Context: an optimization exercise on an open-source flow, tuned for small area, a short achievable clock period and few clock cycles per item. The choices shown serve that exercise and are no tape-out recipe. The RTL was checked by simulation tests, not by an equivalence proof against the original design. Power and IR drop assume default switching activity.

### design/flow/constraint.sdc
create_clock -name core_clock -period 10.0 [get_ports {clk}]
set_input_delay 2.0000 -clock core_clock [delete_from_list [all_inputs] [get_ports {clk}]]
set_output_delay 2.0000 -clock core_clock [all_outputs]
set_load 0.01 [all_outputs]
### design/flow/standard.sh
#!/bin/bash
# synth_recipe.tcl (not shown) runs the flow's synth.tcl, then flattens the netlist and writes it again
# the make line also repeats each setting of config.mk as NAME=value (left out here)
make -C /OpenROAD-flow-scripts/flow DESIGN_CONFIG=/design/flow/config.mk WORK_HOME=/design/flow/orfs CLKGATE_MAP_FILE= SYNTH_SCRIPT=/design/flow/synth_recipe.tcl "${@:-finish}"
### design/flow/flow/run.sh
#!/bin/bash
# Standard layout with extra make settings for timing repair and the clock tree.
set -euo pipefail
bash standard.sh SETUP_SLACK_MARGIN=6.5 'BUFFER_PORTS_ARGS=-buffer_cell sky130_fd_sc_hd__buf_2' 'CTS_ARGS=-repair_clock_nets -dont_use_dummy_load -root_buf sky130_fd_sc_hd__clkbuf_16 -buf_list sky130_fd_sc_hd__clkbuf_16 -sink_clustering_enable -sink_clustering_size 100 -sink_clustering_max_diameter 500' finish > make_finish.log 2>&1
### design/flow/config.mk
export PLATFORM = sky130hd
export DESIGN_NAME = CORDIC
export DESIGN_NICKNAME = CORDIC
export VERILOG_FILES = /design/flow/design.v
export SDC_FILE = /design/flow/constraint.sdc
export NUM_CORES = 4
export LEC_CHECK = 0
export ABC_AREA = 1
export CAP_MARGIN = 20
export CORE_MARGIN = 2
export CORE_UTILIZATION = 40
export SLEW_MARGIN = 20
### design/flow/design.v
module CORDIC (
    input clk,
    input rst,
    input input_ready,
    input [15:0] angle,
    output reg output_ready,
    output reg signed [15:0] cosine_out,
    output reg signed [15:0] sine_out
);
    reg               busy;
    reg        [3:0]  m;      
    reg               d1;     
    reg               up;     
    reg signed [12:0] r;      
    reg               big;    
    reg               first;  
    function [16:0] bk_add;
        input [16:0] a, b;
        input        cin;
        input integer w;
        reg [16:0] g, p, G, P, c;
        integer i, d;
        begin
            g = a & b;
            p = a ^ b;
            G = g;
            P = p;
            for (d = 1; d < 17; d = d * 2)
                for (i = 2 * d - 1; i < 17; i = i + 2 * d) begin
                    G[i] = G[i] | (P[i] & G[i - d]);
                    P[i] = P[i] & P[i - d];
                end
            for (d = 8; d >= 1; d = d / 2)
                for (i = 3 * d - 1; i < 17; i = i + 2 * d) begin
                    G[i] = G[i] | (P[i] & G[i - d]);
                    P[i] = P[i] & P[i - d];
                end
            c[0] = cin;
            for (i = 1; i < 17; i = i + 1)
                c[i] = G[i - 1] | (P[i - 1] & cin);
            bk_add = p ^ c;
        end
    endfunction
    function signed [15:0] sh;
        input signed [15:0] x;
        input [3:0] m;
        reg signed [15:0] y;
        begin
            y = x >>> 3;
            y = m[3] ? y >>> 8 : y;
            y = m[2] ? y >>> 4 : y;
            y = m[1] ? y >>> 2 : y;
            sh = m[0] ? y >>> 1 : y;
        end
    endfunction
    wire in_d1 = (angle >= 16'd11520);
    wire in_d2 = in_d1 ? (angle >= 16'd18321) : (angle >= 16'd4719);
    wire [3:0] m_next = busy ? m + 4'd1 : 4'd0;
    reg [10:0] t_next;
    always @* begin
        case (m_next)
            4'd0: t_next = 11'd1824;
            4'd1: t_next = 11'd915;
            4'd2: t_next = 11'd458;
            4'd3: t_next = 11'd205;
            4'd4: t_next = 11'd115;
            4'd5: t_next = 11'd57;
            4'd6: t_next = 11'd29;
            4'd7: t_next = 11'd14;
            4'd8: t_next = 11'd7;
            4'd9: t_next = 11'd4;
            4'd10: t_next = 11'd2;
            4'd11: t_next = 11'd1;
            4'd12: t_next = 11'd1;
            default: t_next = 11'd1;
        endcase
    end
    reg [10:0] t;
    wire signed [12:0] k0 = d1 ? (up ? -13'sd21914 : -13'sd14728)
                               : (up ? -13'sd8312 : -13'sd1126);
    wire [12:0] k = first ? k0 : ({13{up}} ^ {2'd0, t});
    wire [16:0] r_w = bk_add({4'd0, r}, {4'd0, k}, up & ~first, 13);
    wire signed [12:0] r_n = r_w[12:0];
    wire signed [15:0] c3 = d1 ? (up ? 16'sd2488 : 16'sd17410)
                               : (up ? 16'sd27360 : 16'sd32334);
    wire signed [15:0] s3 = d1 ? (up ? 16'sd32334 : 16'sd27360)
                               : (up ? 16'sd17410 : 16'sd2488);
    wire signed [15:0] ss = busy ? sh(sine_out, m) : 16'sd0;
    wire signed [15:0] cs = busy ? sh(cosine_out, m) : 16'sd0;
    wire [16:0] c_w = bk_add({1'b0, cosine_out}, {1'b0, ss ^ {16{up}}}, up, 16);
    wire signed [15:0] c_n = c_w[15:0];
    wire [16:0] s_w = bk_add({1'b0, sine_out}, {1'b0, cs ^ {16{~up}}}, ~up, 16);
    wire signed [15:0] s_n = s_w[15:0];
    always @(posedge clk) begin
        if (rst) begin
            busy <= 1'b0;
            output_ready <= 1'b0;
        end else if (busy) begin
            if (m == 4'd12) begin
                busy <= 1'b0;
                output_ready <= 1'b1;
            end
        end else if (input_ready) begin
            busy <= 1'b1;
            output_ready <= 1'b0;
        end
        first <= ~rst && ~busy && input_ready;
        cosine_out <= first ? c3 : c_n;
        sine_out <= first ? s3 : s_n;
        t <= t_next;
        if (busy) begin
            m <= m + 4'd1;
            r <= r_n;
            up <= ~r_n[12] | big;
        end else begin
            m <= 4'd15;
            r <= angle[12:0];
            big <= (angle >= 16'd25546);
            d1 <= in_d1;
            up <= in_d2;
        end
    end
endmodule
==> run summary, run 1 <==
chip height=122.5 microns; Fmax=316.7 MHz; TritonCTS Sinks=66; CP Max Fanout=32; maximum capacitance violations=0; clk_skew=12.16 ps; Worst-Skew Late Latency=350 ps; DRC errors left=0; clk root buf=clkbuf_16; fin crit share=31.57%; Syn Inst Count=889; Row Count=43; register share of total power=24.3%; final RePlAce weighted congestion=0.9273; number of global-route vias before repair=5,205; Post-Syn Nets=962; initial antenna violation count=0; DR pass1 iterations=5; arrival time of the worst setup path=3390 ps; commonest non-fill, non-tap cell in the layout=nand2_1; WP buf/inv=2; crit path kind=flip-flop to flip-flop; Overall Power=1979 uW; wire per inst=between 10 and 15 microns; routed vias/inst=5.094; CP Data Required Time=between 10,000 and 15,000 ps; max incr delay on CP=410 ps; die width=roughly 120 microns; setup TNS=0 ps; first-pass GRT wire length=25.35 mm; Area Overhead vs Synth=12.20%; RSZ-0062 raised after global routing=false; Total Routed Length=15.52 mm; Yosys reg bits=66; Switching Fraction=47.83%; Synth area leaders=dfxtp_1 (23%), nand2_1 (20%), ha_1 (12%); Ports=between 50 and 60; die area=15,010 sq um; buffers added on ports=51; Post-synth EDFFs=2; Detail Route Antenna Nets=0; worst-margin pin slew=~460 ps; clock buffer depth=2; FILL cells=1,493; final net count=between 1k and 1.5k; final setup fails=0; relative slew slack=69.14%; fin crit period=3157 ps; Max Slew Vio Count=0; status=finished clean; Synth area leader=dfxtp_1; antenna cell count=0; Setup crit start kind=flip-flop; Net Switching=~950 uW; most frequent cells in the layout=nand2_1 (291), inv_1 (92), o21ai_0 (62); Clock Power Share=13.6%; Cell Area, Synth=5620 sq um; area share of the largest cell type after synthesis=22.80%; 1st-iter DRT viols=287; Post-CTS Hold Fix Bufs=0; total global routing overflow=0; share of cells above drive strength 1=11.30%; CP Capture Type=flip-flop; pwr/cell area=313.8 nW/um^2; CP max stage cell=or2_2; core area=13,830 sq um; syn avg cell area=6.322 sq um; largest net degree at the start of global routing=33; vias=5,649; Worst path most repeated cell=nand2_1; share of the yosys chip area belonging to registers=a little under a quarter; starting density of the core=40.65%; CP cell instances=clkbuf_8 -> inv_6 -> ha_1 -> or2_2 -> o21ai_0 -> ha_1 -> nand2_1 -> nand2_1 -> nand2_1 -> nand2_1 -> nand2_1 -> nand3_1 -> nand2_1 -> nand2_1 -> nand2_1 -> nand3_1 -> nand3_1 -> nand2_1; Leak=0.003352 uW; asr flop ratio synth=0%; Tot GR Track Use=21.82%; Gate power share=62.1%; Worst path top cell family by delay=simple AND/OR/NAND/NOR gates; cell internal pwr=1032 uW; Min-Delay Path Class=flip-flop to flip-flop; Num CTS Buffers=9; ys flop type=dfxtp_1; CTS tree=done; Worst-path clk slew=50 ps; H-Tree Depth=3; Peak VDD IR=0.08498 mV; hpwl dp=between 10 and 15 mm; Syn. warnings=4; final hold violation count=0; Synth cell types=44
-- final timing paths --
path	startpoint	to	slack, ps	cells after the start
hold / removal	output_ready	output_ready	460	2
setup reg to reg	up	r[11]	6840	18
hold reg to reg	output_ready	output_ready	460	2
setup / recovery	up	r[11]	6840	18
-- what timing repair did --
item / CTS / global route
endpoints found under the setup margin: 31 / 28
pin swaps: 0 / 1
gates resized for setup: 9 / 16
setup buffers: 1 / 6
cloned: 2 / 0
-- per-layer routing --
metal | wire length, microns | global-route usage (%)
met1 | 7043 | 27.12
met2 | 7278 | 36.88
met3 | 639 | 3.160
met4 | 555 | 10.63
met5 | 0 | 0
-- synth_stat cells (4+ instances only) --
| cell type | instances |
|---|---|
| dfxtp_1 | 64 |
| inv_1 | 95 |
| nand3_1 | 56 |
| xor2_1 | 33 |
| a21oi_1 | 44 |
| nand2_1 | 292 |
| or2_2 | 6 |
| xnor2_1 | 10 |
| o22ai_1 | 8 |
| o21bai_1 | 6 |
| ha_1 | 53 |
| clkbuf_1 | 13 |
| nand4_1 | 4 |
| o21ai_0 | 62 |
| buf_2 | 9 |
| o21ai_1 | 12 |
| o31ai_1 | 5 |
| nor2_1 | 55 |
| nor3_1 | 7 |
| nand3b_1 | 4 |
| inv_2 | 6 |
| buf_1 | 4 |
-- worst register-to-register path, stage by stage, from the launching register on --
cell      delay (ps)
dfxtp_1          300
clkbuf_8         250
inv_6            290
ha_1             300
or2_2            410
o21ai_0          140
ha_1             300
nand2_1           80
nand2_1           60
nand2_1           60
nand2_1           90
nand2_1          100
nand3_1          170
nand2_1          130
nand2_1           50
nand2_1          100
nand3_1           80
nand3_1          100
nand2_1           50
-- logic make-up after synthesis --
| logic type | share of synthesized area, % |
|---|---|
| compound gates | 15.92 |
| xor+xnor | 6.701 |
| fa+ha+maj | 12.16 |
| buf+inv | 9.550 |
| flops | 23.86 |
| simple gates | 31.81 |
-- final cells by class --
type | count | area (sq um) | share of cell area, %
timing repair inverter | 2 | 12.51 | 0.1984
multi-input combinational | 691 | 3757 | 59.58
timing repair buffer | 60 | 329.1 | 5.218
sequential | 66 | 1356 | 21.51
inverter | 101 | 400.4 | 6.349
clock buffer | 9 | 225.2 | 3.571
tap | 180 | 225.2 | 3.571
-- through the flow --
step | worst slack [ps] | util, % | cell area, sq um | instances | hold slack, ps
6_report | 6843 | 45.61 | 6306 | 1109 | 462.4
5_1_grt | 6557 | 45.61 | 6306 | 1109 | 497.4
4_1_cts | 6509 | 45.02 | 6225 | 1103 | 467.1
3_5_place_dp | 5667 | 43.09 | 5958 | 1091 | 457.8
3_3_place_gp | 5836 | 43.09 | 5958 | 1091 | 453.8
2_1_floorplan | 7169 | - | 5620 | 889 | 433.3
-- sequential cells by signal, indices dropped and copies added (netlist names) --
name and count:
cosine_out 16, sine_out 16, r 13, t 11, m 4, big 1
busy 1, d1 1, first 1, output_ready 1, up 1
-- power by group through the flow --
| stage | sequential (uW) | clock (uW) | combinational (uW) |
|---|---|---|---|
| after detailed placement | 484 | 0 | 1220 |
| after floorplan | 477 | 0 | 937 |
| after global placement | 485 | 0 | 1210 |
| after global routing | 495 | 288 | 1420 |
| after CTS | 481 | 276 | 1230 |
| final | 481 | 269 | 1230 |
Testbench counts, summed over its fixed seeds: cycles 36,000, items 2,400.
==> run 2: changes to the inputs <==
==> design/flow/flow/run.sh (replaced) <==
#!/bin/bash
# Standard layout with extra make settings for timing repair and the clock tree.
set -euo pipefail
bash standard.sh SETUP_SLACK_MARGIN=7 'BUFFER_PORTS_ARGS=-buffer_cell sky130_fd_sc_hd__buf_2' 'CTS_ARGS=-sink_clustering_enable -repair_clock_nets -dont_use_dummy_load -buf_list {sky130_fd_sc_hd__clkbuf_2 sky130_fd_sc_hd__clkbuf_4 sky130_fd_sc_hd__clkbuf_8}' finish > make_finish.log 2>&1
==> run 2 against run 1 <==
Via count up 5.3%. Die area unchanged. Synthesized cell count unchanged. Maximum frequency up 4.6%. Global-route usage up 0.41 points. Non-clock buffer count up 33. Sequential cell count unchanged. Sequential share of layout area down 2.2 points. Clock-buffer cell count unchanged. Combinational power up 25%. Setup slack better by 140 ps. Sequential power up 4%. Highest routed layer unchanged.
==> run summary, run 2 <==
Worst-Skew Late Latency=380 ps; area post-placement=5958 sq um; CTS tree=done; fin crit period=3020 ps; Total Routed Length=17.12 mm; Synth top cells by count=nand2_1 (292), inv_1 (95), dfxtp_1 (64), o21ai_0 (62), nand3_1 (56); CP cell instances=buf_2; Clock Power Share=8.3%; final net count=1,039; Leak=0.003599 uW; clk root buf=clkbuf_8; final hold violation count=0; worst reg2reg endpoint=cosine_out[15]; multi-input logic area=4275 sq um; 1st-iter DRT viols=376; Syn. warnings=4; syn avg cell area=6.322 sq um; Max Used Layer=met4; Post-Syn Nets=962; Worst path top cell family by delay=flip-flops; WP buf/inv=1; Yosys reg bits=66; max incr delay on CP=470 ps; wire per inst=14.96 microns; setup TNS=0 ps; die area=15,010 sq um; Tot GR Track Use=approximately 22%; critical path endpoint=sine_out[7]; crit path kind=flip-flop to output pin; Seq. cell area=1369 sq um; Area Overhead vs Synth=26.31%; Post-CTS Hold Fix Bufs=0; Synth area leaders=dfxtp_1 (23%), nand2_1 (20%), ha_1 (12%); register share of total power=about 23%; CP max stage cell=dfxtp_1; CP Capture Type=output pin; Overall Power=~2200 uW; Switching Fraction=49.78%; final RePlAce weighted congestion=0.9273; Num CTS Buffers=9; met2 wire len=8.175 mm; biggest registers after layout=cosine_out: 16 flops, sine_out: 16 flops, r: 13 flops; Post-Layout Inst Area=between 7000 and 8000 sq um; Min-Delay Path Class=flip-flop to flip-flop; ys flop type=dfxtp_1; reg2reg start=m[3]; asr flop ratio synth=0%; cell internal pwr=1116 uW; hold depth=2; Post-synth EDFFs=2; initial antenna violation count=0; Met1 Wirelength=7.518 mm; antenna cell count=0; clk_skew=19.77 ps; CP Data Required Time=8000 ps; total global routing overflow=0; Cell Area, Synth=about 5600 sq um; starting density of the core=40.65%; maximum capacitance violations=0; Worst path depth=1; final setup fails=0; Net Switching=1107 uW; Worst-path clk slew=70 ps; die width=~120 microns; Max Slew Vio Count=0; Peak VDD IR=0.08651 mV; Row Count=43; Fmax=331.1 MHz; Syn Inst Count=889; Setup crit start kind=flip-flop; routed vias/inst=roughly 5.2; DRC errors left=0; share of the yosys chip area belonging to registers=between 20% and 30%; final hold slack=465.8 ps; most common cell in the netlist=nand2_1; Synth area leader=dfxtp_1; Gate power share=69.2%; Detail Route Antenna Nets=0; status=finished clean; RSZ-0062 raised after global routing=true; first-pass GRT wire length=between 20 and 30 mm; largest net degree at the start of global routing=32; number of global-route vias before repair=5,238; core area=13,830 sq um; R2R setup slack=between 7000 and 8000 ps; most frequent cells in the layout=nand2_1 (251), inv_1 (89), dfxtp_1 (56); commonest non-fill, non-tap cell in the layout=nand2_1; routed wl met3=714 microns; TritonCTS Sinks=66; FILL cells=1,408; H-Tree Depth=3; area share of the largest cell type after synthesis=between 20% and 30%; buffers added on ports=51; beginning of the critical path=sine_out[7]; DR pass1 iterations=5; relative slew slack=77.06%; arrival time of the worst setup path=1020 ps; CP Max Fanout=3; Worst R2R Path Depth=21; clock buffer depth=2; hpwl dp=11.52 mm; Synth cell types=44; vias=5,949; worst-margin pin slew=342.2 ps; pwr/cell area=~310 nW/um^2; Ports=between 50 and 60; chip height=roughly 120 microns; share of cells above drive strength 1=approximately a quarter; fin crit share=30.20%
[run 2: cell counts after synthesis]
No cell type changed its count.
[run 2: logic make-up (layout without fill, tap and decap cells)]
logic type | Yosys count | in the layout | synth area share, %
simple gates | 435 | 435 | 31.81
compound gates | 159 | 159 | 15.92
buf+inv | 132 | 207 | 9.550
flops | 66 | 66 | 23.86
fa+ha+maj | 54 | 54 | 12.16
xor+xnor | 43 | 43 | 6.701
[run 2: per-stage QoR]
stage | instances | setup WS (ps) | util [%]
final | 1144 | 6980 | 51.34
after global routing | 1144 | 6843 | 51.34
after CTS | 1114 | 7005 | 45.67
after detailed placement | 1091 | 5667 | 43.09
after global placement | 1091 | 5836 | 43.09
after floorplan | 889 | 7169 | -
[run 2: power groups by stage]
stage                     combinational, uW  clock, uW  sequential [uW]
after floorplan                         937          0              477
after global placement                 1210          0              485
after detailed placement               1220          0              484
after CTS                              1240        188              485
after global routing                   1730        199              515
final                                  1540        183              500
[run 2: area by class of cell]
type | instances | share of cell area [%]
clock buffers | 9 | 1.745
inverters | 101 | 6.186
multi-input cells | 691 | 60.22
flip-flops and latches | 66 | 19.28
well taps | 180 | 3.172
repair buffers | 93 | 8.971
repair inverters | 4 | 0.4230
[run 2: worst min path at each step]
stage | startpoint | to | slack, ps
2_1_floorplan | big | up | 430
3_3_place_gp | output_ready | output_ready | 450
3_5_place_dp | output_ready | output_ready | 460
4_1_cts | output_ready | output_ready | 470
5_1_grt | output_ready | output_ready | 500
6_report | output_ready | output_ready | 470
[run 2: worst min-delay path, stage by stage (launching register included)]
cell	delay [ps]
dfxtp_1	310
nand2_1	60
a21oi_1	60
[run 2: per-layer routing]
layer	vias up	global-route usage [%]
met1	2719	27.69
met5	-	0
met3	43	3.392
met2	151	36.81
li1	3036	-
met4	0	12.00
[run 2: timing repair]
action                     in CTS  in global routing
setup buffers                  11                 28
resized for setup              35                147
pin swaps                       1                 42
setup endpoints to repair      52                 30
gates cloned                    3                  2
==> run 3: changes to the inputs <==
==> design/flow/flow/run.sh (replaced) <==
#!/bin/bash
# Standard layout with extra make settings for timing repair and the clock tree.
set -euo pipefail
bash standard.sh SETUP_SLACK_MARGIN=6.75 'BUFFER_PORTS_ARGS=-buffer_cell sky130_fd_sc_hd__buf_2' 'CTS_ARGS=-sink_clustering_enable -repair_clock_nets -dont_use_dummy_load -buf_list {sky130_fd_sc_hd__clkbuf_2 sky130_fd_sc_hd__clkbuf_4 sky130_fd_sc_hd__clkbuf_8}' finish > make_finish.log 2>&1
==> run 3 against run 2 <==
Still clean on timing, DRC and antenna. Wire length shrank 5.9%. Maximum frequency grew 1.2%. Die area is the same. Final area shrank 10%. Clock power is essentially flat. Total power shrank 14%. Setup slack gained 36 ps. First-iteration DRC count grew 11%. Sequential power shrank 3%. Sequential share of layout area grew 2.2 points. Clock-buffer cell count is the same. Clock skew grew 1.2 ps. Critical endpoint is now sine_out[15].
==> run summary, run 3 <==
DR pass1 iterations=5; Post-synth EDFFs=2; DRC errors left=0; share of the yosys chip area belonging to registers=23.86%; hold depth=2; hold endpoint=output_ready; first-pass GRT wire length=25.36 mm; Detail Route Antenna Nets=0; Cell Area, Synth=approximately 5600 sq um; CP Data Required Time=10,270 ps; antenna cell count=0; Syn Inst Count=about 890; core area=13,830 sq um; Synth top cells by count=nand2_1 (292), inv_1 (95), dfxtp_1 (64), o21ai_0 (62), nand3_1 (56); HP Start=output_ready; H-Tree Depth=3; crit path kind=flip-flop to flip-flop; fin crit period=2984 ps; die area=15,010 sq um; Setup crit start kind=flip-flop; buffers added on ports=51; Synth area leader=dfxtp_1; dpl ws=5667 ps; share of cells above drive strength 1=12.98%; wire per inst=14.38 microns; Worst-Skew Late Latency=380 ps; Peak VDD IR=~0.08 mV; vias=5,741; 1st-iter DRT viols=419; Row Count=43; area post-placement=about 6000 sq um; Synth area leaders=dfxtp_1 (23%), nand2_1 (20%), ha_1 (12%); final RePlAce weighted congestion=0.9273; Leak=0.003374 uW; pwr/cell area=around 300 nW/um^2; Syn. warnings=4; Fmax=roughly 340 MHz; RSZ-0062 raised after global routing=true; clock buffer depth=2; area share of the largest cell type after synthesis=22.80%; Worst R2R Path Depth=24; most frequent cells in the layout=nand2_1 (290), inv_1 (91), o21ai_0 (59); arrival time of the worst setup path=3250 ps; Post-Layout Inst Area=6355 sq um; FILL cells=1,491; final hold violation count=0; relative slew slack=76.24%; routed vias/inst=5.126; Min-Delay Path Class=flip-flop to flip-flop; CP Max Fanout=6; maximum capacitance violations=0; fin crit share=29.84%; biggest registers after layout=cosine_out: 16 flops, sine_out: 16 flops, r: 13 flops; TritonCTS Sinks=66; commonest non-fill, non-tap cell in the layout=nand2_1; starting density of the core=40.65%; final setup fails=0; clk_skew=21.02 ps; number of global-route vias before repair=5,213; final net count=1,015; PnR worst setup slack=7016 ps; worst reg2reg endpoint=sine_out[15]; largest net degree at the start of global routing=33; Synth cell types=44; initial antenna violation count=0; Ports=52; syn avg cell area=6.322 sq um; reg2reg start=m[3]; Tot GR Track Use=~22%; most common cell in the netlist=nand2_1; asr flop ratio synth=0%; total global routing overflow=0; Yosys reg bits=66; R2R setup slack=7020 ps; hpwl dp=11.52 mm; Num CTS Buffers=9; Total Routed Length=approximately 16 mm; ys flop type=dfxtp_1; die width=about 120 microns; status=finished clean; CP Capture Type=flip-flop; clk root buf=clkbuf_8; CTS tree=done; worst-margin pin slew=~350 ps; setup TNS=0 ps; Area Overhead vs Synth=13.07%; chip height=122.5 microns; Worst-path clk slew=80 ps; Max Slew Vio Count=0; Post-Syn Nets=962
-- run 3: cell counts after synthesis --
Identical to the previous run, type by type.
-- run 3: stage by stage --
stage | total power (uW) | cells | hold slack, ps | util, %
after floorplan | 1413 | 889 | 433.3 | -
after global placement | 1693 | 1091 | 453.8 | 43.09
after detailed placement | 1699 | 1091 | 457.8 | 43.09
after CTS | 1896 | 1105 | 469.9 | 44.56
after global routing | 2142 | 1120 | 514.0 | 45.96
final | 1918 | 1120 | 467.0 | 45.96
-- run 3: timing repair --
item | 4_1_cts | 5_1_grt
buffers inserted | 3 | 14
setup endpoints to repair | 38 | 28
hold buffers | 0 | 0
cloned | 2 | 1
pin swaps | 0 | 2
gates resized for setup | 16 | 29
-- run 3: layout make-up --
| type | instances | area (sq um) | share of cell area, % |
|---|---|---|---|
| timing repair buffer | 71 | 436.7 | 6.871 |
| timing repair inverter | 2 | 12.51 | 0.1969 |
| multi-input combinational | 691 | 3775 | 59.40 |
| inverter | 101 | 416.7 | 6.556 |
| sequential | 66 | 1365 | 21.48 |
| clock buffer | 9 | 123.9 | 1.949 |
| tap | 180 | 225.2 | 3.544 |
-- run 3: power by group --
group / total, uW / switching (uW) / leakage, uW / internal (uW)
clock network: 183 / 102 / 0.0000647 / 80.3
registers: 483 / 106 / 0.000558 / 377
logic: 1250 / 738 / 0.00275 / 514
total: 1920 / 947 / 0.00337 / 971
-- run 3: worst max path at each step --
stage / start / end / slack (ps) / cells past startpoint
final: m[3] / sine_out[15] / 7020 / 24
after floorplan: angle[14] / up / 7170 / 9
after global placement: busy / cosine_out[11] / 5840 / 15
after CTS: busy / cosine_out[11] / 6770 / 16
after detailed placement: busy / sine_out[14] / 5670 / 19
after global routing: m[3] / sine_out[11] / 6710 / 24
-- run 3: cells by family after synthesis --
logic type / synth area share (%)
AO/OA/AOI/OAI: 15.92
XOR/XNOR: 6.701
adder cells (fa/ha/maj): 12.16
buffers and inverters: 9.550
flip-flops: 23.86
AND/OR/NAND/NOR: 31.81
-- run 3: critical path, stage by stage (launching register included) --
cell	delay [ps]
dfxtp_4	440
nand2_2	120
inv_2	110
a21oi_1	70
nand2_1	80
o21ai_1	90
nand2_1	90
o21ai_2	70
or2_2	290
nand2_1	60
nand2_1	40
nand2_1	60
inv_1	40
ha_1	310
nand2_1	90
nor2_2	160
nand3_1	110
nand2_1	70
nor2_1	40
nand2_2	90
nand2_1	100
nand2_1	80
nand2_1	80
a21oi_1	130
nor2_1	50
-- run 3: layer usage --
| metal | global-route usage [%] | vias up | wire length, microns |
|---|---|---|---|
| met5 | 0 | - | 0 |
| met1 | 27.32 | 2582 | 7350 |
| met4 | 11.42 | 0 | 637 |
| li1 | - | 2985 | - |
| met2 | 36.28 | 137 | 7470 |
| met3 | 3.020 | 37 | 651 |

afterwards: timing with drivers on the ports:
How much do the figures lean on ideal ports? The routed layouts below were timed once more, with nothing changed but the port constraints. Step 1, drivers: a clkbuf_16 drives clk and a buf_2 each remaining input, both assumed. Step 2, shift: input delay + t, output delay - t, t = (earliest + latest rising clock arrival at the registers) / 2. This alone moves slack from input paths to output paths. Three values: ideal, step 1, step 2; two values: the first two.
| run | t, ns | setup slack, ns | latest minus earliest clock arrival (ns) | worst register clock-pin slew, ns | worst slew at a driven data input, ns |
|---|---|---|---|---|---|
| run 1 | 0.380 | 6.843 / 6.843 / 6.725 | 0.012 / 0.012 | 0.06 / 0.06 | 0.03 |
| run 2 | 0.402 | 6.980 / 6.944 / 6.808 | 0.020 / 0.020 | 0.08 / 0.08 | 0.03 |
| run 3 | 0.401 | 7.016 / 7.009 / 6.717 | 0.021 / 0.021 | 0.08 / 0.08 | 0.03 |
After both steps setup and hold are still met in every run listed. The setup slack of run 3, which loses most, moves by -0.007 ns with the drivers and by -0.299 ns with both steps.
